Context: an optimization exercise on an open-source flow, tuned for small area and a short achievable clock period. The choices shown serve that exercise and are no tape-out recipe. In this exercise RTL edits were held to simulation tests only and were not proved equivalent to the original. The clock input has no modelled driver; a real chip could not lean on it and would need a root buffer or a full tree. No activity file was given, so power comes from the tool's default toggle rates.

<file path="design/flow/config.mk">
export PLATFORM = sky130hd
export DESIGN_NAME = edge_detection_top
export DESIGN_NICKNAME = edge_detection_top
export VERILOG_FILES = /design/flow/design.v
export SDC_FILE = /design/flow/constraint.sdc
export NUM_CORES = 4
export LEC_CHECK = 0
export CAP_MARGIN = 35
export CORE_MARGIN = 2
export CORE_UTILIZATION = 65
export CTS_CLUSTER_DIAMETER = 100
export CTS_CLUSTER_SIZE = 30
export SETUP_SLACK_MARGIN = 5
export SLEW_MARGIN = 30
</file>
<file path="design/flow/constraint.sdc">
create_clock -name core_clock -period 7.5 [get_ports {clk}]
set_input_delay 1.5000 -clock core_clock [delete_from_list [all_inputs] [get_ports {clk}]]
set_output_delay 1.5000 -clock core_clock [all_outputs]
set_load 0.01 [all_outputs]
</file>
<file path="design/flow/design.v">
module image_buffer #(
    parameter IMAGE_WIDTH = 128
)(
    input  wire        clk,
    input  wire        reset,
    input  wire [7:0]  pixel_in,
    input  wire        pixel_valid,
    output wire [23:0] column,
    output wire        column_valid,   
    output wire        column_window   
);
    localparam N = 2 * IMAGE_WIDTH;
    reg  [7:0]     pix_r;
    reg            pix_v;
    reg  [8*N-1:0] chain;    
    reg  [6:0]     x_count;
    reg  [1:0]     y_count;  
    always @(posedge clk)
        pix_r <= pixel_in;
    always @(posedge clk or posedge reset) begin
        if (reset)
            pix_v <= 1'b0;
        else
            pix_v <= pixel_valid;
    end
    always @(posedge clk) begin
        if (pix_v)
            chain <= {chain[8*N-9:0], pix_r};
    end
    always @(posedge clk or posedge reset) begin
        if (reset) begin
            x_count <= 7'd0;
            y_count <= 2'd0;
        end else if (pix_v) begin
            x_count <= x_count + 7'd1;
            if (x_count == 7'd127 && !y_count[1])
                y_count <= y_count + 2'd1;
        end
    end
    assign column        = {pix_r, chain[8*(IMAGE_WIDTH-1) +: 8], chain[8*(N-1) +: 8]};
    assign column_valid  = pix_v;
    assign column_window = pix_v && y_count[1] && (x_count[6:1] != 6'd0);
endmodule
module sobel_core (
    input  wire        clk,
    input  wire        reset,
    input  wire [23:0] column,         
    input  wire        column_valid,
    input  wire        column_window,
    output reg  [7:0]  edge_magnitude,
    output reg         magnitude_valid
);
    wire [7:0] c = column[23:16];
    wire [7:0] b = column[15:8];
    wire [7:0] a = column[7:0];
    reg        [9:0] u1;
    reg signed [8:0] d1;
    reg              v1, w1;
    always @(posedge clk) begin
        u1 <= {2'b00, a} + {1'b0, b, 1'b0} + {2'b00, c};
        d1 <= $signed({1'b0, c}) - $signed({1'b0, a});
    end
    reg        [9:0]  uh0, uh1;    
    reg signed [8:0]  dh0;         
    reg signed [10:0] eh0;         
    wire signed [10:0] gx = $signed({1'b0, u1}) - $signed({1'b0, uh1});
    wire signed [10:0] gy = d1 + eh0;
    reg        [9:0]  ox2, oy2;
    reg               sx2, sy2;
    reg               w2;
    always @(posedge clk) begin
        if (v1) begin
            uh0 <= u1;  uh1 <= uh0;
            dh0 <= d1;  eh0 <= (d1 <<< 1) + dh0;
        end
        ox2 <= gx[9:0] ^ {10{gx[10]}};
        oy2 <= gy[9:0] ^ {10{gy[10]}};
        sx2 <= gx[10];
        sy2 <= gy[10];
    end
    wire [10:0] sum = {1'b0, ox2} + {1'b0, oy2} + {10'd0, sx2} + {10'd0, sy2};
    reg  [7:0]  s3;
    reg         big3;
    reg         w3;
    always @(posedge clk) begin
        s3   <= sum[7:0];
        big3 <= sum[10:8] != 3'd0;
    end
    always @(posedge clk)
        edge_magnitude <= s3 | {8{big3}};
    always @(posedge clk or posedge reset) begin
        if (reset) begin
            v1 <= 1'b0; w1 <= 1'b0; w2 <= 1'b0; w3 <= 1'b0;
        end else begin
            v1 <= column_valid;
            w1 <= column_window;
            w2 <= w1;
            w3 <= w2;
        end
    end
    always @(posedge clk)
        magnitude_valid <= w3;
endmodule
module edge_detection_top #(
    parameter IMAGE_WIDTH = 128
)(
    input  wire        clk,
    input  wire        reset,
    input  wire [7:0]  image_data,
    input  wire        data_valid,
    output wire [7:0]  edge_output,
    output wire        edge_valid
);
    wire [23:0] column;
    wire        column_valid, column_window;
    image_buffer #(
        .IMAGE_WIDTH(IMAGE_WIDTH)
    ) image_buffer_inst (
        .clk(clk),
        .reset(reset),
        .pixel_in(image_data),
        .pixel_valid(data_valid),
        .column(column),
        .column_valid(column_valid),
        .column_window(column_window)
    );
    sobel_core sobel_core_inst (
        .clk(clk),
        .reset(reset),
        .column(column),
        .column_valid(column_valid),
        .column_window(column_window),
        .edge_magnitude(edge_output),
        .magnitude_valid(edge_valid)
    );
endmodule
</file>
<file path="design/flow/flow/run.sh">
#!/bin/bash
# The standard layout, except for the clock tree: CTS builds the leaf
# clusters without dummy loads, then flow/post_cts.tcl drives the leaf buffers
# from four root buffers on the clock port (two buffer levels instead of
# three). make's output goes to make.log here; each ORFS step keeps its own
# log under orfs/logs.
set -euo pipefail
HERE=$(cd "$(dirname "${BASH_SOURCE[0]}")" && pwd)
export CTS_ARGS="-sink_clustering_enable -repair_clock_nets -dont_use_dummy_load -sink_clustering_size 33 -sink_clustering_max_diameter 80"
export POST_CTS_TCL="$HERE/post_cts.tcl"
bash standard.sh > make.log 2>&1
</file>
<file path="design/flow/flow/post_cts.tcl">
# Run by ORFS's CTS step after its clock tree and timing repair (POST_CTS_TCL):
# replace the tree above the leaf buffers with four root buffers fed by the
# clock port, then legalise the new buffers.
source [file join [file dirname [info script]] retree.tcl]
retree 4
detailed_placement
check_placement -verbose
estimate_parasitics -placement
report_clock_latency
</file>
<file path="design/flow/flow/retree.tcl">
# Rebuild the clock tree above the leaf buffers: the clock port drives
# NROOT clkbuf_16 buffers, each driving the leaf buffers nearest to it.
proc retree { nroot } {
  set block [ord::get_db_block]
  set clkport [$block findBTerm clk]
  set clknet [$clkport getNet]
  # walk the tree: buffers whose output net has a flip-flop clock pin are leaves
  set leaves {}
  set upper {}
  set todo [list $clknet]
  while {[llength $todo]} {
    set net [lindex $todo 0]; set todo [lrange $todo 1 end]
    foreach it [$net getITerms] {
      if {![$it isInputSignal]} continue
      set inst [$it getInst]
      set m [[$inst getMaster] getName]
      if {[string match "*clkbuf*" $m] || [string match "*clkinv*" $m]} {
        if {[string match "*clkinv*" $m]} { error "inverter in clock tree" }
        set out [[$inst findITerm X] getNet]
        set isleaf 0
        foreach it2 [$out getITerms] {
          if {[$it2 isInputSignal] && [[$it2 getMTerm] getName] eq "CLK"} { set isleaf 1 }
        }
        if {$isleaf} { lappend leaves $inst } else { lappend upper $inst; lappend todo $out }
      } elseif {[[$it getMTerm] getName] ne "CLK"} {
        error "clock net drives [$inst getName]/[[$it getMTerm] getName]"
      }
    }
  }
  puts "retree: [llength $leaves] leaves, [llength $upper] upper buffers"
  # remove the upper buffers and their output nets
  foreach inst $upper {
    set out [[$inst findITerm X] getNet]
    foreach it [$out getITerms] { $it disconnect }
    odb::dbNet_destroy $out
    foreach it [$inst getITerms] { $it disconnect }
    odb::dbInst_destroy $inst
  }
  # k-means of the leaves into nroot groups
  set pts {}
  foreach l $leaves { set b [$l getBBox]; lappend pts [list [expr {([$b xMin]+[$b xMax])/2.0}] [expr {([$b yMin]+[$b yMax])/2.0}]] }
  set n [llength $pts]
  set cs {}
  for {set k 0} {$k < $nroot} {incr k} { lappend cs [lindex $pts [expr {int(($k + 0.5) * $n / $nroot)}]] }
  # seed along a sorted order for determinism
  set sorted [lsort -real -index 0 $pts]
  set cs {}
  for {set k 0} {$k < $nroot} {incr k} { lappend cs [lindex $sorted [expr {int(($k + 0.5) * $n / $nroot)}]] }
  for {set iter 0} {$iter < 50} {incr iter} {
    set asg {}
    foreach p $pts {
      set best 0; set bd 1e30
      for {set k 0} {$k < $nroot} {incr k} {
        set c [lindex $cs $k]
        set d [expr {abs([lindex $p 0]-[lindex $c 0]) + abs([lindex $p 1]-[lindex $c 1])}]
        if {$d < $bd} { set bd $d; set best $k }
      }
      lappend asg $best
    }
    set ncs {}
    for {set k 0} {$k < $nroot} {incr k} {
      set sx 0; set sy 0; set cnt 0
      foreach p $pts a $asg { if {$a == $k} { set sx [expr {$sx + [lindex $p 0]}]; set sy [expr {$sy + [lindex $p 1]}]; incr cnt } }
      if {$cnt} { lappend ncs [list [expr {$sx/$cnt}] [expr {$sy/$cnt}]] } else { lappend ncs [lindex $cs $k] }
    }
    set cs $ncs
  }
  set master [[ord::get_db] findMaster sky130_fd_sc_hd__clkbuf_16]
  for {set k 0} {$k < $nroot} {incr k} {
    set inst [odb::dbInst_create $block $master "clkroot_$k"]
    set net [odb::dbNet_create $block "clknet_root_$k"]
    $net setSigType CLOCK
    [$inst findITerm A] connect $clknet
    [$inst findITerm X] connect $net
    set c [lindex $cs $k]
    $inst setLocation [expr {int([lindex $c 0])}] [expr {int([lindex $c 1])}]
    $inst setPlacementStatus PLACED
    set cnt 0
    foreach l $leaves a $asg { if {$a == $k} { [$l findITerm A] disconnect; [$l findITerm A] connect $net; incr cnt } }
    puts "retree: root $k at [lindex $c 0] [lindex $c 1] drives $cnt leaves"
  }
}
</file>
<file path="design/flow/standard.sh">
#!/bin/bash
# synth_recipe.tcl (not shown) runs the flow's synth.tcl, then flattens the netlist and writes it again
# the make line also repeats each setting of config.mk as NAME=value (left out here)
make -C /OpenROAD-flow-scripts/flow DESIGN_CONFIG=/design/flow/config.mk WORK_HOME=/design/flow/orfs CLKGATE_MAP_FILE= SYNTH_SCRIPT=/design/flow/synth_recipe.tcl "${@:-finish}"
</file>
==> results of run 1 <==
-- metrics by stage --
| step | hold WS (ns) | area (µm²) | std cells | power [mW] | utilization |
|---|---|---|---|---|---|
| 6_report | 0.366 | 71500 | 4029 | 20.9 | 0.694 |
| 5_1_grt | 0.381 | 71500 | 4029 | 21.8 | 0.694 |
| 3_5_place_dp | 0.343 | 69500 | 3948 | 16.4 | 0.675 |
| 3_3_place_gp | 0.330 | 69500 | 3947 | 16.3 | 0.674 |
| 2_1_floorplan | 0.324 | 67300 | 2531 | 16.2 | - |
-- kinds of logic after synthesis --
| logic type | count (synthesis) |
|---|---|
| muxes | 3 |
| xor gates and xnor gates | 64 |
| adders and majority gates | 80 |
| buffers and inverters | 42 |
| DFF | 2166 |
| AOI/OAI and AO/OA | 94 |
| and+or+nand+nor | 82 |
-- where the power goes --
group	total (mW)	switching (mW)	internal, mW
logic	1.71	0.953	0.756
registers	14.5	0.289	14.2
clock network	4.67	2.97	1.70
total	20.9	4.22	16.7
-- worst paths after layout --
kind / start / to / slack [ns] / depth (start not counted)
worst max-delay path: sobel_core_inst.edge_magnitude[1] / edge_output[1] / 5.03 / 1
worst min-delay path: sobel_core_inst.w2 / sobel_core_inst.w3 / 0.37 / 0
worst max register to register: sobel_core_inst.sy2 / sobel_core_inst.big3 / 5.06 / 10
worst min register to register: sobel_core_inst.w2 / sobel_core_inst.w3 / 0.37 / 0
max in group asynchronous: reset / image_buffer_inst.pix_v / 5.72 / 2
min in group asynchronous: reset / sobel_core_inst.v1 / 1.32 / 2
-- registers in the layout, summed over array words and instances (netlist names), 2 cells and up --
signal	flops
sobel_core_inst.uh0	9
image_buffer_inst.x_count	7
sobel_core_inst.eh0	11
sobel_core_inst.edge_magnitude	8
sobel_core_inst.oy2	10
sobel_core_inst.dh0	9
sobel_core_inst.u1	10
image_buffer_inst.chain	2048
sobel_core_inst.uh1	9
image_buffer_inst.pix_r	8
image_buffer_inst.y_count	2
sobel_core_inst.ox2	10
sobel_core_inst.s3	8
sobel_core_inst.d1	8
-- placed cells by master (no fill, tap or decap), types with 11 or more instances in the layout --
cell and instances:
edfxtp_1 2086, clkbuf_16 72, ha_1 65, dfxtp_1 62
inv_1 39, xnor2_1 33, nor2_1 23, a21oi_1 23
xor2_1 21, nand2_1 18, a21o_1 13, dfrtp_1 13
o21ai_1 12, nor2b_1 11
-- area by class of cell, clock buffers not listed --
type                       instances  share of cell area
sequential                      2166               0.899
multi-input combinational        324              0.0407
timing repair buffer              47             0.00899
tap                             1380              0.0241
buffer                             4             0.00140
inverter                          41             0.00217
-- metal layers --
layer | vias to the layer above | wire (µm)
met2 | 241 | 30900
met4 | 0 | 1270
met3 | 93 | 2490
li1 | 10200 | -
met1 | 11300 | 40100
met5 | - | 0
==> results.txt, run 1 <==
- Status: complete, no violations
- M3 GR Usage: 0.0214
- Routed Antenna Nets: 0
- Synth area leaders: edfxtp_1, dfxtp_1, ha_1
- Largest fanout on the critical path: 1
- Largest area contributor in the netlist: edfxtp_1
- Slew Limit Fails: 0
- Clock transition at the registers of the reported paths: approximately 0.11 ns
- Port bufs: 19
- CP Buf/Inv Count: 1
- Storage element area: between 0.06 and 0.07 mm²
- Final Hold Viols: 0
- WL/cell: about 19 µm
- Period minus WS final: approximately 2.5 ns
- Gr usage total: 0.139
- Synth Warn #: 2
- Clk sinks: between 2k and 2.5k
- Syn Area/Cell: approximately 27 µm²
- GR peak layer: met1
- Clock skew: roughly 0.055 ns
- Synthesis-to-finish area growth: 6.26%
- Largest family of logic cells by synthesized area: adder cells
- Vias: ~22k
- Max VDD drop: 0.000224 V
- Proportion of layout cells with a drive suffix above 1: 0.0574
- Final Routed Wirelength: between 70000 and 80000 µm
- GRT met2 Usage: 0.182
- CP required: approximately 6.0 ns
- Final setup fails: 0
- RSZ-0062 raised after global routing: true
- TNS Setup: 0 ns
- Vias per inst: 5.41
- #FFs+latches synth: roughly 2.2k
- Simple-Gate Fraction of Synth Area: 0.00604
- FP Rows: roughly 120
- Drt pass-1 iters: 5
- Max cap viols: 0
- Async set-reset flop share out of synthesis: 0.00646
- Initial antenna violation count: 3
- Setup WS post-layout: 5.03 ns
- Post-synthesis cell type count: 52
- Pleak: ~24 nW
- Global route total overflow: 0
- Die area: 0.106 mm²
- Pwr/cell area: ~290 mW/mm²
- Setup CP Type: flip-flop to output port
- Initial core utilization: 0.653
- Fillers: about 6k
- Mapped Area: 0.0673 mm²
- Syn_nets: 2622
- Final GP Congestion: 0.748
- Hold WC Path Type: flip-flop to flip-flop
- Vias in the first global route: just over 20k
- Max stage delay cell, worst path: dfxtp_1
- Sequential element share of the synthesized area: 0.955
- Nets: 2742
- Count leader, synth: edfxtp_1
- Worst skew pair latency: between 0.5 and 0.6 ns
- Post-DP HPWL: 36600 µm
- Die Span Y: ~330 µm
- First-pass GRT wire length: approximately 120000 µm
- Area taken by multi-input logic gates: about 0.0029 mm²
- Detailed-route DRC error count: 0
- Startpoint types: flip-flop
- Slew margin rel.: 0.371
- Crit path capture type: output port
- Critical path arrival: around 0.97 ns
- DIE WIDTH: ~330 µm
- Pre-CTS setup slack: between 4 and 5 ns
- Mux share of post-synthesis cell area: 0.000465
- CP delay by family, top: flip-flops
- Post-synth top area share: 0.931
- Core area: approximately 0.10 mm²
- Achievable frequency: roughly 400 MHz
- Compound-Gate Fraction of Synth Area: 0.00957
- Period utilisation layout: 0.330
- Post-Synth Adder-Cell Area: 0.0164
- Number of enable flip-flop cells after synthesis: 2086
- Xor and xnor fraction of the mapped netlist area: 0.00961
- Post-synth top cells: edfxtp_1, dfxtp_1, ha_1
- Main flop type after synthesis: edfxtp_1
- Largest net degree at the start of global routing: 206
- Worst Tran Pin Value: about 0.94 ns
- Diodes inserted: 0
- GRT met1 Usage: 0.252
- Initial DRC count: 2171
- # IOs: 20
- Critical-path cell list: buf_2
- Post-Syn Instances: 2531
- Crit path largest cell delay: roughly 0.33 ns
==> run 2, diff against run 1 <==
--- a/design/flow/flow/run.sh
+++ b/design/flow/flow/run.sh
@@ -8,3 +8,3 @@
 HERE=$(cd "$(dirname "${BASH_SOURCE[0]}")" && pwd)
-export CTS_ARGS="-sink_clustering_enable -repair_clock_nets -dont_use_dummy_load -sink_clustering_size 33 -sink_clustering_max_diameter 80"
+export CTS_ARGS="-sink_clustering_enable -repair_clock_nets -dont_use_dummy_load -sink_clustering_size 30 -sink_clustering_max_diameter 80"
 export POST_CTS_TCL="$HERE/post_cts.tcl"
==> run 2 against run 1 <==
Against the previous run:
- sequential share of layout area fell by 0.30 points
- die area did not move
- clock skew rose by 0.015 ns
- clock power rose by 4%
- routed wire length rose by 0.99%
- synthesized cell count did not move
- largest cell class unchanged
- highest routed layer unchanged
==> results.txt, run 2 <==
- Setup CP Type: flip-flop to output port
- Async set-reset flop share out of synthesis: 0.00646
- Vias per inst: 5.39
- Biggest regs: image_buffer_inst.chain x2048, sobel_core_inst.eh0 x11
- Clock skew: 0.0695 ns
- TNS Setup: 0 ns
- Commonest non-fill, non-tap cell in the layout: edfxtp_1
- FP Rows: between 100 and 150
- Pleak: 24.0 nW
- Mapped Area: around 0.067 mm²
- Vias: approximately 22k
- Worst skew pair latency: around 0.52 ns
- Hold WC Path Type: flip-flop to flip-flop
- Crit path capture type: output port
- Drt pass-1 iters: 5
- Achievable frequency: roughly 410 MHz
- WL/cell: approximately 19 µm
- Setup WS post-layout: between 5 and 6 ns
- Synth area leaders: edfxtp_1, dfxtp_1, ha_1
- Max reg flops: 2048
- Status: complete, no violations
- Clk sinks: about 2.2k
- Die Span Y: approximately 330 µm
- Post-Syn Instances: between 2k and 3k
- Syn Area/Cell: between 20 and 30 µm²
- Initial core utilization: 0.653
- Period minus WS final: ~2.5 ns
- Port bufs: 19
- Detailed-route DRC error count: 0
- # IOs: 20
- Count leader, synth: edfxtp_1
- Die area: around 0.11 mm²
- Final Routed Wirelength: approximately 75000 µm
- Post-synthesis cell type count: 52
- Top reg by flops: image_buffer_inst.chain
- Core area: 0.103 mm²
- Combinational group share of total power: 0.084
- Critical-path cell list: buf_2
- Max cap viols: 0
- Max VDD drop: 0.000254 V
- Initial antenna violation count: 3
- Post-synth top area share: 0.931
- Worst Tran Pin Value: about 0.93 ns
- CP delay by family, top: flip-flops
- Synth Warn #: 2
- Commonest cells after routing, fill and taps aside: edfxtp_1, clkbuf_16, ha_1
- Sequential share of power: 0.687
- Post-DP HPWL: 36600 µm
- #FFs+latches synth: ~2.2k
- Largest area contributor in the netlist: edfxtp_1
- Switch Pwr: 4.27 mW
- Nets: ~2.8k
- Final Total Pwr: roughly 21 mW
- Proportion of layout cells with a drive suffix above 1: 0.0617
- DIE WIDTH: roughly 330 µm
- DP Cell Count: slightly below 4k
- Syn_nets: between 2k and 3k
- First-pass GRT wire length: approximately 120000 µm
- Slew Limit Fails: 0
- Slew margin rel.: 0.380
- Startpoint types: flip-flop
- Crit path largest cell delay: 0.32 ns
- Pre-CTS setup slack: 4.54 ns
- Initial DRC count: between 2k and 2.5k
- RSZ-0062 raised after global routing: true
- Sequential element share of the synthesized area: 0.955
- Sw Share: 0.202
- Number of enable flip-flop cells after synthesis: around 2.1k
- Vias in the first global route: 20.6k
- CP Buf/Inv Count: 1
- Pwr/cell area: between 200 and 300 mW/mm²
- Final GP Congestion: between 0.7 and 0.8
- Internal power: 16.8 mW
- Clock transition at the registers of the reported paths: roughly 0.10 ns
- Final Hold Viols: 0
- Gr usage total: 0.140
- Post-Layout Cell Count: approximately 4.0k
- Critical path arrival: roughly 0.96 ns
- Synthesis-to-finish area growth: 6.62%
- Largest fanout on the critical path: 1
- Largest net degree at the start of global routing: a little over 200
- Post-synth top cells: edfxtp_1, dfxtp_1, ha_1
- Period utilisation layout: 0.329
- Global route total overflow: 0
- Max stage delay cell, worst path: dfxtp_1
- Final setup fails: 0
- Clock share of power: 0.229
- Routed Antenna Nets: 0
- CP required: 6.00 ns
- Main flop type after synthesis: edfxtp_1
## run 2: cell counts after synthesis
Identical to the previous run, type by type.
## run 2: worst paths after layout
path	start	to	slack [ns]	cells past startpoint
worst max-delay path	sobel_core_inst.edge_magnitude[1]	edge_output[1]	5.04	1
worst min-delay path	sobel_core_inst.w3	sobel_core_inst.magnitude_valid	0.36	0
worst max register to register	image_buffer_inst.pix_v	image_buffer_inst.chain[1860]	5.13	2
worst min register to register	sobel_core_inst.w3	sobel_core_inst.magnitude_valid	0.36	0
max in group asynchronous	reset	image_buffer_inst.pix_v	5.76	2
min in group asynchronous	reset	image_buffer_inst.x_count[2]	1.32	2
## run 2: per-stage QoR
step,cell area [µm²],hold slack [ns],util
floorplan,67300,0.324,-
global placement,69500,0.330,0.674
detailed placement,69500,0.343,0.675
global route,71800,0.360,0.696
finish,71800,0.360,0.696
## run 2: metal layers
layer | vias to the layer above | GRT usage | part of all wire | routed length (µm)
met5 | - | 0 | 0 | 0
met4 | 0 | 0.0252 | 0.015 | 1110
met3 | 74 | 0.0244 | 0.038 | 2830
met2 | 241 | 0.181 | 0.41 | 31000
met1 | 11300 | 0.254 | 0.54 | 40500
li1 | 10200 | - | - | -
## run 2: cells by family after synthesis
logic type | share of synthesized area
DFF | 0.955
AOI/OAI and AO/OA | 0.00957
and+or+nand+nor | 0.00604
adders and majority gates | 0.0164
xor gates and xnor gates | 0.00961
buffers and inverters | 0.00253
muxes | 0.000465
## run 2: final cells by class, clock buffers not listed
cell class	count	area [µm²]
Timing Repair Buffer	52	739
Multi-Input combinational cell	323	2900
Inverter	41	155
Antenna cell	1	2.50
Fill cell	6086	31300
Tap cell	1380	1730
Buffer	4	100
Sequential cell	2166	64300
## run 2: power by group through the flow
stage	Sequential [mW]	Clock (mW)	Combinational [mW]
after floorplan	15.1	0	1.16
after global placement	14.8	0	1.58
after detailed placement	14.8	0	1.64
after global routing	14.6	5.45	1.98
final	14.5	4.84	1.77
==> run 3, diff against run 2 <==
--- a/design/flow/flow/run.sh
+++ b/design/flow/flow/run.sh
@@ -3,3 +3,3 @@
 # clusters without dummy loads, then flow/post_cts.tcl drives the leaf buffers
-# from four root buffers on the clock port (two buffer levels instead of
+# from four buf_16 root buffers on the clock port, and makes the leaves buf_12 (two buffer levels instead of
 # three). make's output goes to make.log here; each ORFS step keeps its own
--- a/design/flow/flow/post_cts.tcl
+++ b/design/flow/flow/post_cts.tcl
@@ -2,5 +2,6 @@
 # replace the tree above the leaf buffers with four root buffers fed by the
-# clock port, then legalise the new buffers.
+# clock port, make the leaf buffers buf_12, then legalise.
 source [file join [file dirname [info script]] retree.tcl]
-retree 4
+retree 4 sky130_fd_sc_hd__buf_16
+swap_leaves sky130_fd_sc_hd__buf_12
 detailed_placement
--- a/design/flow/flow/retree.tcl
+++ b/design/flow/flow/retree.tcl
@@ -1,4 +1,4 @@
 # Rebuild the clock tree above the leaf buffers: the clock port drives
-# NROOT clkbuf_16 buffers, each driving the leaf buffers nearest to it.
-proc retree { nroot } {
+# nroot buffers of type rootcell, each driving the leaf buffers nearest to it.
+proc retree { nroot rootcell } {
   set block [ord::get_db_block]
@@ -42,5 +42,3 @@
   set n [llength $pts]
-  set cs {}
-  for {set k 0} {$k < $nroot} {incr k} { lappend cs [lindex $pts [expr {int(($k + 0.5) * $n / $nroot)}]] }
-  # seed along a sorted order for determinism
+  # seed along x order
   set sorted [lsort -real -index 0 $pts]
@@ -67,3 +65,3 @@
   }
-  set master [[ord::get_db] findMaster sky130_fd_sc_hd__clkbuf_16]
+  set master [[ord::get_db] findMaster $rootcell]
   for {set k 0} {$k < $nroot} {incr k} {
@@ -82 +80,8 @@
 }
+# Give every leaf buffer of the tree the cell type cell.
+proc swap_leaves { cell } {
+  set master [[ord::get_db] findMaster $cell]
+  foreach inst [[ord::get_db_block] getInsts] {
+    if {[string match "clkbuf_leaf_*" [$inst getName]]} { $inst swapMaster $master }
+  }
+}
--- a/design/flow/config.mk
+++ b/design/flow/config.mk
@@ -9,3 +9,3 @@
 export CORE_MARGIN = 2
-export CORE_UTILIZATION = 65
+export CORE_UTILIZATION = 72
 export CTS_CLUSTER_DIAMETER = 100
==> run 3 against run 2 <==
Against the previous run:
- still clean
- area after synthesis unchanged
- worst hold slack worse by 0.076 ns
- core utilization up 7.1 points
- die area decreased by 9.6%
- power is 0.62% lower
- cell count is 2.9% lower
- global-route usage increased by 1.3 points
- largest power group unchanged
- highest routed layer unchanged
==> results.txt, run 3 <==
- Initial core utilization: 0.723
- Final Core Density: 0.767
- Initial DRC count: around 2.1k
- Worst Tran Pin Value: 0.805 ns
- DIE WIDTH: 310 µm
- RSZ-0062 raised after global routing: true
- Final hold slack: around 0.28 ns
- Critical path arrival: roughly 2.9 ns
- DP Cell Count: about 3.8k
- TNS Setup: 0 ns
- Slew margin rel.: 0.464
- Syn Area/Cell: 26.6 µm²
- Post-Layout Cell Count: 3921
- Commonest cells after routing, fill and taps aside: edfxtp_1, buf_12, ha_1
- Pre-CTS setup slack: roughly 4.6 ns
- Max reg flops: between 2k and 2.5k
- Critical-path cell list: fa_1 > ha_2 > inv_1 > fa_2 > nor2b_2 > o211ai_1 > nand2_1 > a31oi_2 > o31ai_2 > o211ai_1
- Clock transition at the registers of the reported paths: approximately 0.11 ns
- Final Hold Viols: 0
- Achievable frequency: between 300 and 400 MHz
- #FFs+latches synth: roughly 2.2k
- Final GP Congestion: around 0.76
- Synth Warn #: 2
- Post-Synth Adder-Cell Area: 0.0164
- Core area: 0.0930 mm²
- Number of enable flip-flop cells after synthesis: around 2.1k
- Global route total overflow: 0
- Largest family of logic cells by synthesized area: adder cells
- Post-Syn Instances: 2531
- Post-DP HPWL: 36100 µm
- Final Total Pwr: 21.0 mW
- Max cap viols: 0
- Clock skew: 0.168 ns
- Post-synth top cells: edfxtp_1, dfxtp_1, ha_1
- Crit path capture type: flip-flop
- Status: complete, no violations
- Period utilisation layout: 0.340
- Die area: ~0.096 mm²
- Max VDD drop: approximately 0.00033 V
- Design area: 0.0714 mm²
- Largest area contributor in the netlist: edfxtp_1
- WL/cell: around 19 µm
- Setup WS post-layout: roughly 5.0 ns
- Drt pass-1 iters: 4
- Port bufs: 19
- FP Rows: 112
- Max stage delay cell, worst path: fa_1
- Async set-reset flop share out of synthesis: 0.00646
- Commonest non-fill, non-tap cell in the layout: edfxtp_1
- Setup CP Type: flip-flop to flip-flop
- Synthesis-to-finish area growth: 6.08%
- Clk sinks: about 2.2k
- Crit-path most repeated cell: o211ai_1
- # IOs: 20
- Initial antenna violation count: 4
- Slew Limit Fails: 0
- Reg2Reg Setup Slack: around 5 ns
- Gr usage total: 0.153
- Mapped Area: 0.0673 mm²
- Pwr/cell area: 293 mW/mm²
- Mux share of post-synthesis cell area: 0.000465
- Post-DP Area: roughly 0.069 mm²
- Largest fanout on the critical path: 2
- Post-synth top area share: 0.931
- Detailed-route DRC error count: 0
- CP delay by family, top: adder cells
- Compound-Gate Fraction of Synth Area: 0.00957
- First-pass GRT wire length: 112000 µm
- Area taken by multi-input logic gates: around 0.0029 mm²
- Vias in the first global route: 20.0k
- Syn_nets: 2622
- CP Buf/Inv Count: 1
- Vias: between 20k and 25k
- Final Routed Wirelength: approximately 75000 µm
- Routed Antenna Nets: 0
- Largest net degree at the start of global routing: a little over 200
- Die Span Y: slightly above 300 µm
- Crit path largest cell delay: between 0.5 and 0.6 ns
- Main flop type after synthesis: edfxtp_1
- Pleak: about 24 nW
- Sequential element share of the synthesized area: 0.955
- Biggest regs: image_buffer_inst.chain x2048, sobel_core_inst.eh0 x11
- Vias per inst: 5.56
- Hold WC Path Type: flip-flop to flip-flop
- Worst skew pair latency: about 0.58 ns
- Xor and xnor fraction of the mapped netlist area: 0.00961
- Post-synthesis cell type count: 52
- Top reg by flops: image_buffer_inst.chain
- Final setup fails: 0
- Simple-Gate Fraction of Synth Area: 0.00604
- Startpoint types: flip-flop
- Storage element area: 0.0643 mm²
- Proportion of layout cells with a drive suffix above 1: 0.0668
- Fillers: just under 5k
- Nets: around 2.8k
- Synth area leaders: edfxtp_1, dfxtp_1, ha_1
- CP required: 7.80 ns
- Count leader, synth: edfxtp_1
- Period minus WS final: 2.55 ns
-- run 3: logic make-up (layout without fill, tap and decap cells) --
group | count (synthesis) | after routing
flops | 2166 | 2166
buf+inv | 42 | 177
fa+ha+maj | 80 | 80
other cells | 0 | 1
xor+xnor | 64 | 64
mux | 3 | 3
simple gates | 82 | 82
compound gates | 94 | 94
-- run 3: metal layers --
metal	global-route usage	share of wire	up-vias
li1	-	-	10200
met1	0.276	0.53	11300
met2	0.205	0.42	277
met3	0.0209	0.035	84
met4	0.0354	0.018	0
met5	0	0	-
-- run 3: power by group --
group          leakage [nW]  internal [mW]  switching, mW  total [mW]
Combinational          1.94          0.838          0.970        1.81
Clock                 0.737           1.62           3.02        4.65
Sequential             21.1           14.2          0.305        14.5
Total                  23.8           16.7           4.30        21.0
-- run 3: final timing paths --
kind / endpoint / startpoint / depth (start not counted)
worst max-delay path: sobel_core_inst.big3 / sobel_core_inst.sy2 / 10
worst min-delay path: image_buffer_inst.chain[1418] / image_buffer_inst.chain[1410] / 0
worst max register to register: sobel_core_inst.big3 / sobel_core_inst.sy2 / 10
worst min register to register: image_buffer_inst.chain[1418] / image_buffer_inst.chain[1410] / 0
max in group asynchronous: image_buffer_inst.pix_v / reset / 2
min in group asynchronous: sobel_core_inst.w3 / reset / 2
-- run 3: cell type report, clock buffers not listed --
| cell class | instances | share of cell area |
|---|---|---|
| multi-input combinational | 323 | 0.0411 |
| buffer | 4 | 0.00154 |
| sequential | 2166 | 0.901 |
| antenna | 1 | 0.0000350 |
| inverter | 41 | 0.00217 |
| tap | 1254 | 0.0220 |
| timing repair buffer | 59 | 0.0119 |
==> run 4, diff against run 3 <==
--- a/design/flow/config.mk
+++ b/design/flow/config.mk
@@ -9,3 +9,3 @@
 export CORE_MARGIN = 2
-export CORE_UTILIZATION = 72
+export CORE_UTILIZATION = 65
 export CTS_CLUSTER_DIAMETER = 100
==> run 4 against run 3 <==
Against the previous run:
- still clean on timing, DRC and antenna
- combinational power shrank 2%
- cell count grew 3.0%
- worst hold slack gained 0.080 ns
- sequential power is essentially flat
- design area is essentially flat
- first-iteration DRC count grew 13%
- synthesized cell count is the same
- register-to-register slack gained 0.19 ns
- routed wire length shrank 0.24%
- core utilization shrank 7.4 points
==> results.txt, run 4 <==
- Status: complete, no violations
- Global route total overflow: 0
- Post-synth top area share: 0.931
- Final setup fails: 0
- Slew Limit Fails: 0
- Syn_nets: 2622
- Commonest cells after routing, fill and taps aside: edfxtp_1, buf_12, ha_1
- Hold WC Path Type: flip-flop to flip-flop
- First-pass GRT wire length: approximately 120000 µm
- Post-DP HPWL: approximately 37000 µm
- #FFs+latches synth: ~2.2k
- Mapped Area: between 0.06 and 0.07 mm²
- Post-synthesis cell type count: 52
- Port bufs: 19
- Final Hold Viols: 0
- WL/cell: 18.6 µm
- Biggest regs: image_buffer_inst.chain x2048, sobel_core_inst.eh0 x11
- Final GP Congestion: between 0.7 and 0.8
- Commonest non-fill, non-tap cell in the layout: edfxtp_1
- Worst skew pair latency: ~0.48 ns
- Max VDD drop: approximately 0.00027 V
- Period utilisation layout: 0.323
- Crit path largest cell delay: roughly 0.33 ns
- Critical-path cell list: buf_2
- Final Core Density: 0.693
- Clock transition at the registers of the reported paths: roughly 0.11 ns
- Core area: about 0.10 mm²
- Detailed-route DRC error count: 0
- Period minus WS final: about 2.4 ns
- RSZ-0062 raised after global routing: true
- Setup CP Type: flip-flop to output port
- Vias: 21.7k
- Initial core utilization: 0.653
- Crit path capture type: output port
- Critical path arrival: just over 0.9 ns
- Largest fanout on the critical path: 1
- Die Span Y: between 300 and 400 µm
- Initial antenna violation count: 3
- Synthesis-to-finish area growth: 6.09%
- Async set-reset flop share out of synthesis: 0.00646
- Post-Syn Instances: 2531
- CP required: roughly 6.0 ns
- Nets: ~2.8k
- Sequential element share of the synthesized area: 0.955
- Final Routed Wirelength: ~75000 µm
- DIE WIDTH: about 330 µm
- Initial DRC count: around 2.4k
- Gr usage total: 0.140
- Count leader, synth: edfxtp_1
- Internal power: 16.6 mW
- Achievable frequency: 413 MHz
- Sw Share: 0.206
- Worst Tran Pin Value: between 0.9 and 1 ns
- CP Buf/Inv Count: 1
- Pwr/cell area: 293 mW/mm²
- Clock skew: 0.0656 ns
- Clk sinks: roughly 2.2k
- Drt pass-1 iters: 4
- Vias in the first global route: slightly above 20k
- Combinational group share of total power: 0.084
- Die area: ~0.11 mm²
- Largest area contributor in the netlist: edfxtp_1
- Sequential share of power: 0.692
- Main flop type after synthesis: edfxtp_1
- Clock share of power: 0.223
- Proportion of layout cells with a drive suffix above 1: 0.0617
- Number of enable flip-flop cells after synthesis: about 2.1k
- Setup WS post-layout: a little over 5 ns
- DP Cell Count: 3948
- Top reg by flops: image_buffer_inst.chain
- Synth area leaders: edfxtp_1, dfxtp_1, ha_1
- Pre-CTS setup slack: 4.54 ns
- TNS Setup: 0 ns
- Final hold slack: 0.364 ns
- Synth Warn #: 2
- Max cap viols: 0
- Max reg flops: 2048
- # IOs: 20
- Post-synth top cells: edfxtp_1, dfxtp_1, ha_1
- Pleak: about 24 nW
- Routed Antenna Nets: 0
- Switch Pwr: roughly 4.3 mW
- Max stage delay cell, worst path: dfxtp_1
- Slew margin rel.: 0.391
- Largest net degree at the start of global routing: roughly 210
- Vias per inst: 5.38
- Post-Layout Cell Count: around 4.0k
- Startpoint types: flip-flop
- FP Rows: approximately 120
- Syn Area/Cell: roughly 27 µm²
- CP delay by family, top: flip-flops
run 4: cell counts after synthesis:
No cell type changed its count.
run 4: path summary, 6_finish.rpt:
kind / slack [ns] / depth (start not counted) / start / to
worst max-delay path: 5.08 / 1 / sobel_core_inst.edge_magnitude[1] / edge_output[1]
worst min-delay path: 0.36 / 0 / sobel_core_inst.w3 / sobel_core_inst.magnitude_valid
worst max register to register: 5.14 / 10 / sobel_core_inst.sy2 / sobel_core_inst.big3
worst min register to register: 0.36 / 0 / sobel_core_inst.w3 / sobel_core_inst.magnitude_valid
max in group asynchronous: 5.72 / 2 / reset / image_buffer_inst.pix_v
min in group asynchronous: 1.36 / 2 / reset / image_buffer_inst.x_count[2]
run 4: power by group through the flow:
| stage | combinational [mW] | clock [mW] | sequential, mW |
|---|---|---|---|
| 2_1_floorplan | 1.16 | 0 | 15.1 |
| 3_3_place_gp | 1.58 | 0 | 14.8 |
| 3_5_place_dp | 1.64 | 0 | 14.8 |
| 5_1_grt | 1.98 | 5.28 | 14.6 |
| 6_report | 1.77 | 4.67 | 14.5 |
run 4: metal layers:
metal / GRT usage / share of wire / up-vias
met5: 0 / 0 / -
met4: 0.0256 / 0.015 / 0
met3: 0.0237 / 0.037 / 76
met2: 0.181 / 0.42 / 255
met1: 0.254 / 0.53 / 11200
li1: - / - / 10200
run 4: cell families (layout without fill, tap and decap cells):
logic type / count (synthesis) / count (layout) / share of synthesized area
flops: 2166 / 2166 / 0.955
compound gates: 94 / 94 / 0.00957
fa+ha+maj: 80 / 80 / 0.0164
other cells: 0 / 1 / 0
simple gates: 82 / 82 / 0.00604
mux: 3 / 3 / 0.000465
buf+inv: 42 / 170 / 0.00253
xor+xnor: 64 / 64 / 0.00961
run 4: worst reg2reg max path, cell delays in order (launching register included):
cell,delay (ns)
dfxtp_1,0.33
fa_1,0.53
ha_1,0.16
inv_1,0.06
fa_2,0.36
nor2b_2,0.14
o211ai_1,0.09
nand2_1,0.12
a31oi_2,0.13
o31ai_2,0.25
o211ai_1,0.10
run 4: cell type report, clock buffers not listed:
class / count / area, µm²
buffer: 4 / 110
multi-input combinational: 323 / 2900
antenna: 1 / 2.50
timing repair buffer: 52 / 739
fill: 6140 / 31600
sequential: 2166 / 64300
tap: 1380 / 1730
inverter: 41 / 155
run 4: stage by stage:
| step | power (mW) | instance area, µm² |
|---|---|---|
| 3_3_place_gp | 16.3 | 69500 |
| 5_1_grt | 21.8 | 71400 |
| 6_report | 20.9 | 71400 |
| 3_5_place_dp | 16.4 | 69500 |
| 2_1_floorplan | 16.2 | 67300 |
==> run 5, diff against run 4 <==
--- a/design/flow/config.mk
+++ b/design/flow/config.mk
@@ -7,3 +7,3 @@
 export LEC_CHECK = 0
-export CAP_MARGIN = 35
+export CAP_MARGIN = 15
 export CORE_MARGIN = 2
@@ -13,2 +13,2 @@
 export SETUP_SLACK_MARGIN = 5
-export SLEW_MARGIN = 30
+export SLEW_MARGIN = 15
==> run 5 against run 4 <==
Against the previous run:
- register-to-register slack worse by 0.04 ns
- sequential power is essentially flat
- global-route usage rose by 0.12 points
- sequential share of layout area is essentially flat
- first-iteration DRC count fell by 5.5%
- cell count about the same
- critical path depth unchanged
- synthesized cell count unchanged
- maximum frequency fell by 0.15%
- largest cell class unchanged
- largest power group unchanged
- highest routed layer unchanged
==> results.txt, run 5 <==
- Simple-Gate Fraction of Synth Area: 0.00604
- Final GP Congestion: around 0.75
- Drt pass-1 iters: 5
- Gr usage total: 0.141
- Synth area leaders: edfxtp_1, dfxtp_1, ha_1
- Critical-path cell list: buf_2
- RSZ-0062 raised after global routing: true
- Final Core Density: 0.693
- Post-synth top area share: 0.931
- Pwr/cell area: around 290 mW/mm²
- Post-synth top cells: edfxtp_1, dfxtp_1, ha_1
- Commonest cells after routing, fill and taps aside: edfxtp_1, buf_12, ha_1
- Slew margin rel.: 0.278
- Reg2reg path depth: 2
- Worst Tran Pin Value: 1.08 ns
- Clock share of power: 0.224
- Commonest non-fill, non-tap cell in the layout: edfxtp_1
- Post-Synth Adder-Cell Area: 0.0164
- Final setup fails: 0
- Vias in the first global route: between 20k and 25k
- Combinational group share of total power: 0.083
- Number of enable flip-flop cells after synthesis: about 2.1k
- Async set-reset flop share out of synthesis: 0.00646
- Period utilisation layout: 0.323
- CP delay by family, top: flip-flops
- Synth Warn #: 2
- Nets: around 2.7k
- Crit path capture type: output port
- Initial core utilization: 0.653
- Post-DP HPWL: between 30000 and 40000 µm
- Hold path depth: 0
- Synthesis-to-finish area growth: 6.05%
- Syn Area/Cell: 26.6 µm²
- # IOs: 20
- Core area: 0.103 mm²
- Max VDD drop: 0.000252 V
- Count leader, synth: edfxtp_1
- Initial antenna violation count: 4
- Crit path largest cell delay: approximately 0.33 ns
- Final Total Pwr: approximately 21 mW
- Main flop type after synthesis: edfxtp_1
- Hold WC Path Type: flip-flop to flip-flop
- Max reg flops: approximately 2k
- Clk sinks: 2166
- Max cap viols: 0
- Clock transition at the registers of the reported paths: about 0.1 ns
- Die Span Y: roughly 330 µm
- Setup CP Type: flip-flop to output port
- Reg2Reg Setup Slack: around 5.1 ns
- Xor and xnor fraction of the mapped netlist area: 0.00961
- Mapped Area: about 0.067 mm²
- Final Hold Viols: 0
- Vias per inst: 5.41
- Critical path arrival: about 0.93 ns
- Post-Syn Instances: 2531
- TNS Setup: 0 ns
- Vias: ~22k
- Largest family of logic cells by synthesized area: adder cells
- Biggest regs: image_buffer_inst.chain x2048, sobel_core_inst.eh0 x11
- FP Rows: around 120
- WL/cell: roughly 19 µm
- Top reg by flops: image_buffer_inst.chain
- Status: complete, no violations
- CP required: 6.00 ns
- Compound-Gate Fraction of Synth Area: 0.00957
- Startpoint types: flip-flop
- Syn_nets: around 2.6k
- Internal power: approximately 17 mW
- Initial DRC count: 2239
- Sequential element share of the synthesized area: 0.955
- Hold path startpoint: sobel_core_inst.w2
- Post-synthesis cell type count: 52
- Switch Pwr: approximately 4.3 mW
- Endpoint, Worst Hold: sobel_core_inst.w3
- Worst skew pair latency: 0.48 ns
- Sequential share of power: 0.693
- First-pass GRT wire length: roughly 120000 µm
- Design area: 0.0714 mm²
- Largest fanout on the critical path: 1
- Sw Share: 0.206
- Final Routed Wirelength: 75200 µm
- Mux share of post-synthesis cell area: 0.000465
- Largest area contributor in the netlist: edfxtp_1
- Achievable frequency: ~400 MHz
- Largest net degree at the start of global routing: ~210
- Proportion of layout cells with a drive suffix above 1: 0.0617
- Global route total overflow: 0
- Critical R2R Launch: image_buffer_inst.pix_v
- Slew Limit Fails: 0
- Pleak: 23.8 nW
- Detailed-route DRC error count: 0
- DIE WIDTH: ~330 µm
- Post-DP Area: around 0.07 mm²
- Die area: between 0.1 and 0.15 mm²
- Routed Antenna Nets: 0
- Period minus WS final: approximately 2.4 ns
- Max stage delay cell, worst path: dfxtp_1
- Port bufs: 19
- CP Buf/Inv Count: 1
- Final hold slack: about 0.37 ns
- #FFs+latches synth: 2166
- Clock skew: about 0.042 ns
- R2R Path End: image_buffer_inst.chain[1770]
-- run 5: cell counts after synthesis --
Identical to the previous run, type by type.
-- run 5: metal layers --
layer	up-vias	global-route usage	wire (µm)
met5	-	0	0
met4	0	0.0302	1490
met3	104	0.0231	2580
met2	251	0.184	31000
met1	11300	0.254	40100
li1	10200	-	-
-- run 5: power groups by stage --
| stage | clock [mW] | combinational [mW] | sequential, mW |
|---|---|---|---|
| after floorplan | 0 | 1.16 | 15.1 |
| after global placement | 0 | 1.58 | 14.8 |
| after detailed placement | 0 | 1.63 | 14.8 |
| after global routing | 5.28 | 1.95 | 14.6 |
| final | 4.67 | 1.74 | 14.5 |
-- run 5: layout make-up, clock buffers not listed --
class	count	area, µm²
well taps	1380	1730
fillers	6179	31700
multi-input cells	323	2910
repair buffers	49	704
plain buffers	4	110
diodes	1	2.50
flip-flops and latches	2166	64300
inverters	41	155
-- run 5: logic make-up after synthesis --
logic type      after synthesis
xor+xnor                     64
fa+ha+maj                    80
compound gates               94
simple gates                 82
flops                      2166
mux                           3
buf+inv                      42
-- run 5: worst max-delay path by stage --
stage | startpoint | to | slack [ns] | cells after the start
final | sobel_core_inst.edge_magnitude[1] | edge_output[1] | 5.07 | 1
after global routing | sobel_core_inst.sy2 | sobel_core_inst.big3 | 4.92 | 10
after detailed placement | image_buffer_inst.pix_v | image_buffer_inst.chain[1837] | 4.37 | 2
after global placement | image_buffer_inst.pix_v | image_buffer_inst.chain[1903] | 4.48 | 2
after floorplan | image_buffer_inst.pix_v | image_buffer_inst.y_count[0] | -8.46 | 5
-- run 5: per-stage QoR --
stage	worst slack (ns)	std cells
after global routing	4.92	4036
final	5.07	4037
after detailed placement	4.37	3947
after floorplan	-8.46	2531
after global placement	4.48	3947
==> run 6, diff against run 5 <==
--- a/design/flow/flow/run.sh
+++ b/design/flow/flow/run.sh
@@ -4,3 +4,3 @@
 # from four buf_16 root buffers on the clock port, and makes the leaves buf_12 (two buffer levels instead of
-# three). make's output goes to make.log here; each ORFS step keeps its own
+# three). Ports are buffered with buf_2. make's output goes to make.log here; each ORFS step keeps its own
 # log under orfs/logs.
@@ -9,2 +9,3 @@
 export CTS_ARGS="-sink_clustering_enable -repair_clock_nets -dont_use_dummy_load -sink_clustering_size 30 -sink_clustering_max_diameter 80"
+export BUFFER_PORTS_ARGS="-buffer_cell sky130_fd_sc_hd__buf_2"
 export POST_CTS_TCL="$HERE/post_cts.tcl"
--- a/design/flow/config.mk
+++ b/design/flow/config.mk
@@ -7,5 +7,5 @@
 export LEC_CHECK = 0
-export CAP_MARGIN = 15
+export CAP_MARGIN = 35
 export CORE_MARGIN = 2
-export CORE_UTILIZATION = 65
+export CORE_UTILIZATION = 72
 export CTS_CLUSTER_DIAMETER = 100
@@ -13,2 +13,2 @@
 export SETUP_SLACK_MARGIN = 5
-export SLEW_MARGIN = 15
+export SLEW_MARGIN = 30
==> run 6 against run 5 <==
Against the previous run:
- setup slack better by 0.0067 ns
- sequential cell count unchanged
- via count down 0.50%
- largest power group unchanged
- die area down 9.6%
- critical endpoint is now sobel_core_inst.u1[8]
- largest cell class unchanged
- combinational power about the same
- worst hold slack about the same
- critical path depth up 7
- clock power about the same
- power down 0.26%
- still clean
- sequential share of layout area up 0.23 points
==> results.txt, run 6 <==
- Final setup fails: 0
- First-pass GRT wire length: about 110000 µm
- Sequential element share of the synthesized area: 0.955
- # IOs: 20
- Final Total Pwr: 20.8 mW
- Worst Tran Pin Value: 0.928 ns
- Syn_nets: approximately 2.6k
- CP required: approximately 8 ns
- Setup CP Type: flip-flop to flip-flop
- Clock skew: around 0.048 ns
- Biggest regs: image_buffer_inst.chain x2048, sobel_core_inst.eh0 x11
- Final Core Density: 0.765
- FP Rows: 112
- Number of enable flip-flop cells after synthesis: between 2k and 2.5k
- CP Capture Point: sobel_core_inst.u1[8]
- M3 GR Usage: 0.0233
- CP Buf/Inv Count: 0
- Crit path largest cell delay: approximately 0.58 ns
- GRT met1 Usage: 0.274
- Max VDD drop: 0.000245 V
- Top reg by flops: image_buffer_inst.chain
- GRT met2 Usage: 0.210
- Pleak: about 24 nW
- Slew Limit Fails: 0
- Worst skew pair latency: a little under 0.5 ns
- Proportion of layout cells with a drive suffix above 1: 0.0651
- Vias in the first global route: 20.5k
- Pwr/cell area: slightly below 300 mW/mm²
- Stages on the worst setup path: 8
- GR peak layer: met1
- Crit path capture type: flip-flop
- Detailed-route DRC error count: 0
- Slew margin rel.: 0.381
- Post-Syn Instances: 2531
- Nets: between 2k and 3k
- Max stage delay cell, worst path: fa_1
- Gr usage total: 0.155
- Final hold slack: approximately 0.37 ns
- Die area: approximately 0.096 mm²
- Initial core utilization: 0.723
- Post-DP HPWL: about 36000 µm
- Initial DRC count: around 2.1k
- Count leader, synth: edfxtp_1
- Max cap viols: 0
- Post-synthesis cell type count: 52
- Critical R2R Launch: image_buffer_inst.chain[1017]
- Largest area contributor in the netlist: edfxtp_1
- Max reg flops: between 2k and 2.5k
- Commonest cells after routing, fill and taps aside: edfxtp_1, buf_12, ha_1
- Port bufs: 19
- Routed Antenna Nets: 0
- Period minus WS final: between 2 and 2.5 ns
- #FFs+latches synth: 2166
- Clk sinks: approximately 2.2k
- Vias: roughly 22k
- Main flop type after synthesis: edfxtp_1
- Largest fanout on the critical path: 2
- Post-synth top area share: 0.931
- Post-synth top cells: edfxtp_1, dfxtp_1, ha_1
- Synthesis-to-finish area growth: 5.78%
- Status: complete, no violations
- Mapped Area: slightly below 0.07 mm²
- Core area: between 0.09 and 0.1 mm²
- Critical path arrival: roughly 2.8 ns
- Synth Warn #: 2
- Critical-path cell list: fa_1 > ha_1 > a21o_1 > a21oi_2 > nor2b_1 > o21a_1 > o41ai_2 > xnor2_1
- Syn Area/Cell: about 27 µm²
- Async set-reset flop share out of synthesis: 0.00646
- CP delay by family, top: compound AO/OA/AOI/OAI gates
- Commonest non-fill, non-tap cell in the layout: edfxtp_1
- Reg2reg path depth: 8
- WL/cell: around 19 µm
- Clock transition at the registers of the reported paths: 0.12 ns
- Fillers: about 4.8k
- Synth area leaders: edfxtp_1, dfxtp_1, ha_1
- TNS Setup: 0 ns
- DIE WIDTH: 310 µm
- Final Hold Viols: 0
- Pre-CTS setup slack: 4.44 ns
- Final Routed Wirelength: between 70000 and 80000 µm
- Drt pass-1 iters: 4
- Die Span Y: approximately 310 µm
- Achievable frequency: 413 MHz
- Period utilisation layout: 0.322
- Global route total overflow: 0
- Initial antenna violation count: 0
- Crit path launch: image_buffer_inst.chain[1017]
- Largest net degree at the start of global routing: approximately 170
- Diodes inserted: 0
- Startpoint types: flip-flop
- Final GP Congestion: about 0.76
- Setup WS post-layout: 5.08 ns
- Vias per inst: roughly 5.6
- Reg2Reg Setup Slack: between 5 and 6 ns
- R2R Path End: sobel_core_inst.u1[8]
- RSZ-0062 raised after global routing: true
- Hold WC Path Type: flip-flop to flip-flop
==> run 6: layout make-up, clock buffers not listed <==
class	count	area, µm²	share of cell area
Tap cell	1254	1570	0.0220
Buffer	4	110	0.00155
Timing Repair Buffer	50	706	0.00991
Sequential cell	2166	64300	0.903
Multi-Input combinational cell	323	2890	0.0405
Inverter	41	155	0.00218
==> run 6: how the worst min path moves through the flow <==
| stage | start | endpoint | slack (ns) | cells after the start |
|---|---|---|---|---|
| 2_1_floorplan | sobel_core_inst.w3 | sobel_core_inst.magnitude_valid | 0.32 | 0 |
| 3_5_place_dp | sobel_core_inst.w1 | sobel_core_inst.w2 | 0.34 | 0 |
| 5_1_grt | sobel_core_inst.w1 | sobel_core_inst.w2 | 0.37 | 0 |
| 6_report | sobel_core_inst.w2 | sobel_core_inst.w3 | 0.37 | 0 |
| 3_3_place_gp | sobel_core_inst.w3 | sobel_core_inst.magnitude_valid | 0.33 | 0 |
==> run 6: layer usage <==
layer | vias up | wire [µm]
met3 | 94 | 2530
met5 | - | 0
met2 | 280 | 31400
met4 | 0 | 1400
met1 | 11200 | 39000
li1 | 10200 | -
==> run 6: per-stage QoR <==
| stage | cell area, µm² | instances |
|---|---|---|
| 3_3_place_gp | 69200 | 3820 |
| 3_5_place_dp | 69200 | 3820 |
| 5_1_grt | 71200 | 3911 |
| 2_1_floorplan | 67300 | 2531 |
| 6_report | 71200 | 3911 |
==> run 6: cell families (layout without fill, tap and decap cells) <==
logic type / after synthesis / count (layout) / synth area share
AOI/OAI and AO/OA: 94 / 94 / 0.00957
xor gates and xnor gates: 64 / 64 / 0.00961
adders and majority gates: 80 / 80 / 0.0164
buffers and inverters: 42 / 168 / 0.00253
DFF: 2166 / 2166 / 0.955
muxes: 3 / 3 / 0.000465
and+or+nand+nor: 82 / 82 / 0.00604
==> run 6: power breakdown <==
group,internal [mW],switching (mW)
sequential,14.2,0.293
clock,1.62,3.01
combinational,0.768,0.944
==> run 7, diff against run 6 <==
--- a/design/flow/flow/run.sh
+++ b/design/flow/flow/run.sh
@@ -8,3 +8,3 @@
 HERE=$(cd "$(dirname "${BASH_SOURCE[0]}")" && pwd)
-export CTS_ARGS="-sink_clustering_enable -repair_clock_nets -dont_use_dummy_load -sink_clustering_size 30 -sink_clustering_max_diameter 80"
+export CTS_ARGS="-sink_clustering_enable -repair_clock_nets -dont_use_dummy_load -sink_clustering_size 33 -sink_clustering_max_diameter 80"
 export BUFFER_PORTS_ARGS="-buffer_cell sky130_fd_sc_hd__buf_2"
--- a/design/flow/config.mk
+++ b/design/flow/config.mk
@@ -9,3 +9,3 @@
 export CORE_MARGIN = 2
-export CORE_UTILIZATION = 72
+export CORE_UTILIZATION = 65
 export CTS_CLUSTER_DIAMETER = 100
==> run 7 against run 6 <==
Against the previous run:
- still clean
- core utilization decreased by 7.3 points
- design area rose by 0.16%
- combinational power barely moved
- via count grew 0.35%
- synthesized cell count did not move
- register-to-register slack improved by 0.02 ns
- cell count is 3.1% higher
- worst hold slack worse by 0.0037 ns
- sequential cell count unchanged
- global-route usage is 1.3 points lower
- sequential share of layout area fell by 0.14 points
- clock power down 3%
- largest power group unchanged
==> results.txt, run 7 <==
- Status: complete, no violations
- Xor and xnor fraction of the mapped netlist area: 0.00961
- Worst Tran Pin Value: between 0.8 and 0.9 ns
- Core area: 0.103 mm²
- DIE WIDTH: 326 µm
- Combinational group share of total power: 0.083
- Slew margin rel.: 0.424
- Nets: 2744
- Crit path capture type: output port
- Largest fanout on the critical path: 1
- Vias in the first global route: around 21k
- Critical path arrival: between 0.9 and 1 ns
- Setup CP Type: flip-flop to output port
- Post-synthesis cell type count: 52
- Worst skew pair latency: 0.49 ns
- Largest family of logic cells by synthesized area: adder cells
- Internal power: 16.5 mW
- Biggest regs: image_buffer_inst.chain x2048, sobel_core_inst.eh0 x11
- Max stage delay cell, worst path: dfxtp_2
- Slew Limit Fails: 0
- Synth Warn #: 2
- Final GP Congestion: between 0.7 and 0.8
- Critical-path cell list: buf_6
- FP Rows: 118
- Crit path largest cell delay: 0.35 ns
- Post-DP HPWL: approximately 37000 µm
- Largest area contributor in the netlist: edfxtp_1
- Sw Share: 0.206
- RSZ-0062 raised after global routing: false
- Initial DRC count: approximately 2.2k
- Final hold slack: 0.361 ns
- GRT met1 Usage: 0.259
- TNS Setup: 0 ns
- WL/cell: 18.7 µm
- Gr usage total: 0.142
- Post-synth top cells: edfxtp_1, dfxtp_1, ha_1
- Clk sinks: around 2.2k
- Main flop type after synthesis: edfxtp_1
- # IOs: 20
- Synth area leaders: edfxtp_1, dfxtp_1, ha_1
- Global route total overflow: 0
- Final Routed Wirelength: 75500 µm
- CP Buf/Inv Count: 1
- Max cap viols: 0
- Vias: 21.8k
- #FFs+latches synth: 2166
- Post-Synth Adder-Cell Area: 0.0164
- Commonest cells after routing, fill and taps aside: edfxtp_1, buf_12, ha_1
- Largest net degree at the start of global routing: about 180
- Routed Antenna Nets: 0
- Count leader, synth: edfxtp_1
- Post-synth top area share: 0.931
- Switch Pwr: about 4.3 mW
- Startpoint types: flip-flop
- Sequential element share of the synthesized area: 0.955
- Period minus WS final: 2.43 ns
- Initial antenna violation count: 0
- CP delay by family, top: flip-flops
- GR peak layer: met1
- Vias per inst: between 5 and 6
- Mux share of post-synthesis cell area: 0.000465
- Initial core utilization: 0.653
- Pwr/cell area: slightly below 300 mW/mm²
- Max reg flops: a little over 2k
- Proportion of layout cells with a drive suffix above 1: 0.0637
- Mapped Area: ~0.067 mm²
- First-pass GRT wire length: about 120000 µm
- Sequential share of power: 0.699
- Clock share of power: 0.217
- Die area: 0.106 mm²
- Period utilisation layout: 0.324
- Top reg by flops: image_buffer_inst.chain
- Port bufs: 19
- Fillers: approximately 6.2k
- Detailed-route DRC error count: 0
- M3 GR Usage: 0.0218
- Hold WC Path Type: flip-flop to flip-flop
- Achievable frequency: approximately 410 MHz
- Syn_nets: 2622
- CP required: about 6.0 ns
- Synthesis-to-finish area growth: 5.96%
- Syn Area/Cell: between 20 and 30 µm²
- Final setup fails: 0
- Drt pass-1 iters: 5
- Clock skew: about 0.046 ns
- Final Hold Viols: 0
- GRT met2 Usage: 0.182
- Die Span Y: about 330 µm
- Post-Syn Instances: 2531
- Number of enable flip-flop cells after synthesis: 2086
- Pleak: about 24 nW
- Simple-Gate Fraction of Synth Area: 0.00604
- Async set-reset flop share out of synthesis: 0.00646
- Commonest non-fill, non-tap cell in the layout: edfxtp_1
- Clock transition at the registers of the reported paths: roughly 0.12 ns
- Max VDD drop: ~0.00029 V
- Compound-Gate Fraction of Synth Area: 0.00957
-- run 7: cell counts after synthesis --
Identical to the previous run, type by type.
-- run 7: final timing paths --
check	endpoint	slack [ns]	from	depth (start not counted)
min in group asynchronous	sobel_core_inst.w2	1.07	reset	2
min	sobel_core_inst.magnitude_valid	0.36	sobel_core_inst.w3	0
max in group asynchronous	image_buffer_inst.pix_v	5.98	reset	2
max reg2reg	sobel_core_inst.oy2[0]	5.10	sobel_core_inst.eh0[0]	9
max	edge_valid	5.07	sobel_core_inst.magnitude_valid	1
min reg2reg	sobel_core_inst.magnitude_valid	0.36	sobel_core_inst.w3	0
-- run 7: cell type report, clock buffers not listed --
class,count,area (µm²),share of cell area
diodes,2,5.00,0.0000702
plain buffers,4,110,0.00154
inverters,41,155,0.00218
multi-input cells,323,2900,0.0407
flip-flops and latches,2166,64300,0.902
well taps,1380,1730,0.0242
repair buffers,51,781,0.0109
-- run 7: power by group through the flow --
stage          logic [mW]  clock network, mW  registers [mW]
2_1_floorplan        1.16                  0            15.1
3_5_place_dp         1.62                  0            14.8
6_report             1.73               4.50            14.5
5_1_grt              1.94               5.10            14.6
3_3_place_gp         1.57                  0            14.8
-- run 7: worst reg2reg max path: stages (launching register included) --
cell	delay [ns]
edfxtp_1	0.43
ha_2	0.23
fa_1	0.40
a21o_1	0.22
a31oi_4	0.16
o21ai_2	0.11
o31ai_4	0.28
xnor2_4	0.19
buf_12	0.17
xor2_1	0.15
-- run 7: logic make-up after synthesis --
family / count (synthesis)
compound gates: 94
buf+inv: 42
mux: 3
simple gates: 82
fa+ha+maj: 80
flops: 2166
xor+xnor: 64
-- run 7: metrics by stage --
step / cells / setup WS (ns) / cell area [µm²] / power [mW] / utilization
final: 4033 / 5.07 / 71300 / 20.7 / 0.692
after global routing: 4031 / 4.98 / 71300 / 21.6 / 0.692
after global placement: 3945 / 4.57 / 69400 / 16.3 / 0.673
after detailed placement: 3948 / 4.51 / 69500 / 16.4 / 0.674
after floorplan: 2531 / -8.46 / 67300 / 16.2 / -
-- run 7: metal layers --
layer,up-vias,share of wire
met5,-,0
met4,0,0.018
met3,89,0.030
met2,208,0.41
met1,11300,0.54
li1,10200,-

port drivers added, routing unchanged:
How much do the figures lean on ideal ports? The routed layouts below were timed once more, with nothing changed but the port constraints. Step 1 (the two cells are an assumption about what drives the block):
set clk [get_ports {clk}]
set_driving_cell -lib_cell sky130_fd_sc_hd__clkbuf_16 $clk
set_driving_cell -lib_cell sky130_fd_sc_hd__buf_2 [delete_from_list [all_inputs] $clk]
Step 2 also shifts input and output timing later by t, the mid clock arrival at the registers, as if the neighbouring blocks saw the same clock. a / b / c = no drivers / after step 1 / after step 2; a / b = the first two.
run | t, ns | setup slack, ns | worst register clock-pin slew, ns
run 1 | 0.646 | 5.027 / 4.879 / 5.061 | 0.12 / 0.12
run 2 | 0.639 | 5.036 / 4.894 / 5.125 | 0.11 / 0.11
run 3 | 0.649 | 4.952 / 4.812 / 4.951 | 0.12 / 0.12
run 4 | 0.610 | 5.078 / 4.921 / 5.140 | 0.11 / 0.11
run 5 | 0.633 | 5.075 / 4.910 / 5.101 | 0.12 / 0.12
run 6 | 0.623 | 5.081 / 4.926 / 5.081 | 0.12 / 0.12
run 7 | 0.621 | 5.068 / 4.912 / 5.100 | 0.12 / 0.12
After both steps every run listed still meets setup and hold. The setup slack of run 3, which loses most, moves by -0.140 ns with the drivers and by -0.001 ns with both steps.
